Source: an optimization exercise on an open RTL-to-GDS flow (aim: small area). Production flows keep margins and buffers that such runs may drop.
Only simulation tests tie the RTL to the original design; equivalence was not proved.
No activity file was given, so power comes from the tool's default toggle rates.

==> flow/design.v <==
module alu (
    input  wire [7:0] a,
    input  wire [7:0] b,
    input  wire [2:0] op,
    output reg  [7:0] result,
    output wire       equal_out,
    output wire       carry_out
);
    wire       sub = (op == 3'd1);
    wire [7:0] bx  = b ^ {8{sub}};
    wire [8:0] c;
    wire [7:0] s;
    assign c[0] = sub;
    genvar i;
    generate
        for (i = 0; i < 8; i = i + 1) begin : FA
            assign s[i]   = a[i] ^ bx[i] ^ c[i];
            assign c[i+1] = (a[i] & bx[i]) | (c[i] & (a[i] ^ bx[i]));
        end
    endgenerate
    wire       big = |b[7:3];
    wire       rt  = op[0];
    wire [7:0] ar  = {a[0], a[1], a[2], a[3], a[4], a[5], a[6], a[7]};
    wire [7:0] sh  = (rt ? ar : a) << b[2:0];
    wire [7:0] shr = {sh[0], sh[1], sh[2], sh[3], sh[4], sh[5], sh[6], sh[7]};
    wire [7:0] shv = big ? 8'd0 : (rt ? shr : sh);
    assign equal_out = (op == 3'd5) & (a == b);
    assign carry_out = (op == 3'd0) & c[8];
    always @(*) begin
        case (op)
            3'd0, 3'd1: result = s;
            3'd2:       result = a & b;
            3'd3:       result = a | b;
            3'd4:       result = ~a;
            3'd6, 3'd7: result = shv;
            default:    result = 8'd0;
        endcase
    end
endmodule
module sram_64x8 (
    input  wire       clk,
    input  wire       arst_n,
    input  wire [5:0] tau,        
    input  wire       swept,      
    input  wire       wr_req,     
    input  wire [5:0] addr,       
    input  wire [7:0] wdata,      
    output wire [7:0] rdata
);
    reg        wr_late;
    reg  [7:0] ring_e [0:31];     
    reg  [7:0] ring_o [0:31];     
    wire [5:0] pos = addr + tau;           
    wire       now = wr_req & ~pos[0];     
    wire       wr  = now | wr_late;
    wire [4:0] port = pos[5:1];            
    wire [7:0] wd  = swept ? wdata : 8'd0;
    assign rdata = pos[0] ? ring_o[pos[5:1]] : ring_e[pos[5:1]];
    always @(posedge clk or negedge arst_n) begin
        if (!arst_n) begin
            wr_late <= 1'b0;
        end else begin
            wr_late <= wr_req & pos[0];
        end
    end
    integer q;
    always @(posedge clk) begin
        ring_e[0] <= ring_o[31];
        for (q = 1; q < 32; q = q + 1)
            ring_e[q] <= ring_o[q-1];
    end
    always @(posedge clk or negedge arst_n) begin
        if (!arst_n) begin
            for (q = 0; q < 32; q = q + 1)
                ring_o[q] <= 8'd0;
        end else begin
            for (q = 0; q < 32; q = q + 1)
                ring_o[q] <= ((wr & (port == q)) | ~swept) ? wd : ring_e[q];
        end
    end
endmodule
module uc_8bits (
    input  wire        clk,
    input  wire        clk_valid,
    input  wire        arst_n,
    input  wire [7:0]  in,
    input  wire [15:0] flash_data,
    output wire [7:0]  out0, out1,
    output wire [11:0] pc_out,
    output wire        bootstrapping,
    output wire        cu_state,
    output wire        equal_flag, carry_flag,
    output wire        out_select
);
    reg        state;
    reg [11:0] pc;
    reg [3:0]  op;           
    reg [3:0]  rd;           
    reg [7:0]  ab;           
    reg [7:0]  a_q;          
    reg [1:0]  fl_src;       
    reg [1:0]  fl;           
    reg [7:0]  out_gpio;
    reg        out_sel;
    reg [5:0]  tau;
    reg        swept;        
    wire [3:0] f_op = flash_data[15:12];
    wire [3:0] ra   = ab[7:4];
    wire [3:0] rb   = ab[3:0];
    wire       f_rd_d  = (f_op == 4'd2) | (f_op == 4'd7);
    wire       ex_st   = (op == 4'd2);
    wire [3:0] rp_addr = state ? (ex_st ? flash_data[11:8] : rb)
                               : (f_rd_d ? flash_data[11:8] : flash_data[7:4]);
    wire [7:0] rp;
    wire [7:0] alu_y;
    wire       alu_eq, alu_c;
    alu ALU (.a(a_q), .b(rp), .op(op[2:0]), .result(alu_y),
             .equal_out(alu_eq), .carry_out(alu_c));
    wire       ex_v = clk_valid & state;
    reg        st_prev;      
    reg  [7:0] st_next;      
    wire [7:0] sram_q;
    sram_64x8 SRAM (.clk(clk), .arst_n(arst_n), .tau(tau), .swept(swept),
                    .wr_req(ex_v & (ex_st | st_prev)),
                    .addr({ra[1:0], rb}), .wdata(ex_st ? a_q : st_next),
                    .rdata(sram_q));
    wire        taken = (op == 4'd3) | ((op == 4'd4) & fl[1]) | ((op == 4'd5) & fl[0]);
    wire [11:0] pc_d  = taken ? {rd, ab} : pc + 12'd1;
    wire [7:0]  in_val = (pc_d[11:9] == 3'd0) ? flash_data[7:0] : in;
    always @(posedge clk or negedge arst_n) begin
        if (!arst_n) begin
            state <= 1'b0;
            pc    <= 12'd0;
            op    <= 4'd0;
            st_prev <= 1'b0;
        end else if (clk_valid) begin
            state <= ~state;
            if (!state) begin
                pc <= pc_d;
                op <= f_op;
                st_prev <= (op == 4'd2);
            end
        end
    end
    always @(posedge clk) begin
        if (clk_valid & ~state) begin
            rd <= flash_data[11:8];
            ab <= flash_data[7:0];
        end
        if (!state)
            a_q <= (f_op == 4'd6) ? in_val : rp;
        if (state & ex_st)
            st_next <= rp;
    end
    always @(posedge clk or negedge arst_n) begin
        if (!arst_n) begin
            fl_src   <= 2'b00;
            fl       <= 2'b00;
            out_gpio <= 8'd0;
            out_sel  <= 1'b0;
        end else if (clk_valid) begin
            if (state) begin
                fl_src <= {alu_eq, alu_c};
                if (op == 4'd7) begin
                    out_gpio <= a_q;
                    out_sel  <= rb[0];
                end
            end else begin
                fl <= fl_src;
            end
        end
    end
    always @(posedge clk or negedge arst_n) begin
        if (!arst_n) begin
            tau   <= 6'd0;
            swept <= 1'b0;
        end else begin
            tau   <= tau + 6'd1;
            swept <= 1'b1;
        end
    end
    wire       rf_we = ex_v & (op[3] | (op == 4'd1) | (op == 4'd6));
    wire [7:0] rf_wd = op[3] ? alu_y : (op[1] ? a_q : sram_q);
    regfile_ring RF (.clk(clk), .arst_n(arst_n), .tau(tau[3:0]), .swept(swept),
                     .wr_req(rf_we), .waddr(rd), .wdata(rf_wd),
                     .raddr(rp_addr), .rdata(rp));
    assign pc_out        = pc;
    assign bootstrapping = (pc[11:9] == 3'd0);
    assign cu_state      = state;
    assign equal_flag    = fl[1];
    assign carry_flag    = fl[0];
    assign out_select    = out_sel;
    assign out0          = out_sel ? 8'd0 : out_gpio;
    assign out1          = out_sel ? out_gpio : 8'd0;
endmodule
module regfile_ring (
    input  wire       clk,
    input  wire       arst_n,
    input  wire [3:0] tau,
    input  wire       swept,
    input  wire       wr_req,
    input  wire [3:0] waddr,      
    input  wire [7:0] wdata,      
    input  wire [3:0] raddr,
    output wire [7:0] rdata
);
    reg        wr_late;
    reg  [7:0] wbuf;
    reg  [7:0] ring_e [0:7];
    reg  [7:0] ring_o [0:7];
    wire [3:0] wpos = waddr + tau;
    wire       now  = wr_req & ~wpos[0];
    wire       wr   = now | wr_late;
    wire [2:0] port = wpos[3:1];
    wire [7:0] wd   = swept ? (wr_late ? wbuf : wdata) : 8'd0;
    wire [3:0] rpos = raddr + tau;
    wire [7:0] ring_q = rpos[0] ? ring_o[rpos[3:1]] : ring_e[rpos[3:1]];
    assign rdata = (wr_late & (raddr == waddr)) ? wbuf : (swept ? ring_q : 8'd0);
    always @(posedge clk or negedge arst_n) begin
        if (!arst_n) wr_late <= 1'b0;
        else         wr_late <= wr_req & wpos[0];
    end
    integer q;
    always @(posedge clk) begin
        wbuf <= wdata;
        ring_e[0] <= ring_o[7];
        for (q = 1; q < 8; q = q + 1)
            ring_e[q] <= ring_o[q-1];
    end
    always @(posedge clk or negedge arst_n) begin
        if (!arst_n) begin
            for (q = 0; q < 8; q = q + 1)
                ring_o[q] <= 8'd0;
        end else begin
            for (q = 0; q < 8; q = q + 1)
                ring_o[q] <= ((wr & (port == q)) | ~swept) ? wd : ring_e[q];
        end
    end
endmodule
==> flow/config.mk <==
export PLATFORM = sky130hd
export DESIGN_NAME = uc_8bits
export DESIGN_NICKNAME = uc_8bits
export VERILOG_FILES = /design/flow/design.v
export SDC_FILE = /design/flow/constraint.sdc
export NUM_CORES = 4
export LEC_CHECK = 0
export ABC_AREA = 1
export CAP_MARGIN = 10
export CORE_MARGIN = 2
export CORE_UTILIZATION = 55
export CTS_BUF_LIST = sky130_fd_sc_hd__clkbuf_4
export SLEW_MARGIN = 10
==> flow/constraint.sdc <==
create_clock -name core_clock -period 10.0 [get_ports {clk}]
set_input_delay 2.0000 -clock core_clock [delete_from_list [all_inputs] [get_ports {clk}]]
set_output_delay 2.0000 -clock core_clock [all_outputs]
set_load 0.01 [all_outputs]
standard.sh (not shown) runs the stock make flow with config.mk's settings and CLKGATE_MAP_FILE= SYNTH_SCRIPT=/design/flow/synth_recipe.tcl, a recipe that flattens the netlist after the stock synthesis.
==> flow/flow/run.sh <==
#!/bin/bash
# The standard layout (standard.sh), with two changes to what it builds:
# clock tree synthesis without dummy loads, and plain buf_1 port buffers.
set -euo pipefail
export CTS_ARGS="-sink_clustering_enable -repair_clock_nets -dont_use_dummy_load -buf_list sky130_fd_sc_hd__clkbuf_8 -sink_clustering_size 16 -sink_clustering_max_diameter 60"
export BUFFER_PORTS_ARGS="-buffer_cell sky130_fd_sc_hd__buf_1"
bash standard.sh > standard_flow.log 2>&1
Change:
==> flow/flow/run.sh (replaced) <==
#!/bin/bash
# The standard layout (standard.sh) with these changes to how it is made:
# - clock tree synthesis without dummy loads and with larger sink clusters
# - plain buf_1 port buffers
set -euo pipefail
here=$(pwd)
sed "s|^source \$::env(SCRIPTS_DIR)/synth.tcl|proc abc {args} { set i [lsearch \$args -script]; lset args [expr {\$i+1}] $here/flow/abc_area.script; yosys abc {*}\$args }\nsource \$::env(SCRIPTS_DIR)/synth.tcl|" synth_recipe.tcl > flow_synth.tcl
sed "s|SYNTH_SCRIPT=[^ ]*|SYNTH_SCRIPT=$here/flow_synth.tcl|" standard.sh > flow_standard.sh
export CTS_ARGS="-sink_clustering_enable -repair_clock_nets -dont_use_dummy_load -buf_list sky130_fd_sc_hd__clkbuf_8 -sink_clustering_size 16 -sink_clustering_max_diameter 60"
export BUFFER_PORTS_ARGS="-buffer_cell sky130_fd_sc_hd__buf_1"
bash flow_standard.sh > standard_flow.log 2>&1
==> flow/flow/abc_area.script (new file) <==
strash
dch -f
amap
strash
dch -f
amap
topo
CAP_MARGIN = 0   (was 10)
CORE_UTILIZATION = 70   (was 55)
CTS_BUF_LIST = unset   (was sky130_fd_sc_hd__clkbuf_4)
SLEW_MARGIN = 0   (was 10)
What happened:
- The changed run finished clean
- global-route usage grows by 7.9 points
- worst setup slack got worse by 1.2 ns
- register-to-register slack is worse by 1.4 ns
- cell area goes down by about 7%
- fmax drops by about 13%
- total power decreases by 4.4%
- hold slack is worse by 0.0055 ns
- via count goes down by about 8%
- die area drops by about 30%
- sequential cell count is unchanged
- clock skew came out higher by 0.027 ns
Change:
==> flow/flow/run.sh (replaced) <==
#!/bin/bash
# The standard layout (standard.sh), with two changes to what it builds:
# clock tree synthesis without dummy loads, and plain buf_1 port buffers.
set -euo pipefail
export CTS_ARGS="-sink_clustering_enable -repair_clock_nets -dont_use_dummy_load -buf_list sky130_fd_sc_hd__clkbuf_4 -sink_clustering_size 9 -sink_clustering_max_diameter 50"
export BUFFER_PORTS_ARGS="-buffer_cell sky130_fd_sc_hd__buf_1"
bash standard.sh > standard_flow.log 2>&1
CAP_MARGIN = 10   (was 0)
CORE_UTILIZATION = 55   (was 70)
CTS_BUF_LIST = sky130_fd_sc_hd__clkbuf_4   (was unset)
SLEW_MARGIN = 10   (was 0)
removed: flow/flow/abc_area.script
Die area rises by 40%.
Clock power rises by about 3%.
Global-route usage falls by 7.5 points.

==> afterwards: timing with drivers on the ports <==
How much do the figures lean on ideal ports? The routed layouts below were timed once more, with nothing changed but the port constraints. Step 1: set_driving_cell puts a clkbuf_16 on clk and a buf_2 on each other input, an assumption about the parent block. Step 2 moves the port delays by t, midway between the first and last clock arrival at a register: inputs arrive t later, outputs are due t later. That takes back most of the time a late clock gives input paths. a / b / c = no drivers / after step 1 / after step 2; a / b = the first two.
run	shift t [ns]	slack for setup (ns)	clock arrival spread, ns
the first run	0.753	1.765 / 1.802 / 1.049	0.088 / 0.088
the second run	0.725	0.533 / 0.566 / -0.159	0.115 / 0.115
the third run	0.903	1.947 / 1.972 / 1.069	0.096 / 0.095
With both steps, setup timing fails in the second run, where it was met with ideal ports. For the third run, which loses most, drivers alone change the setup slack by +0.025 ns; drivers and shift together by -0.878 ns.
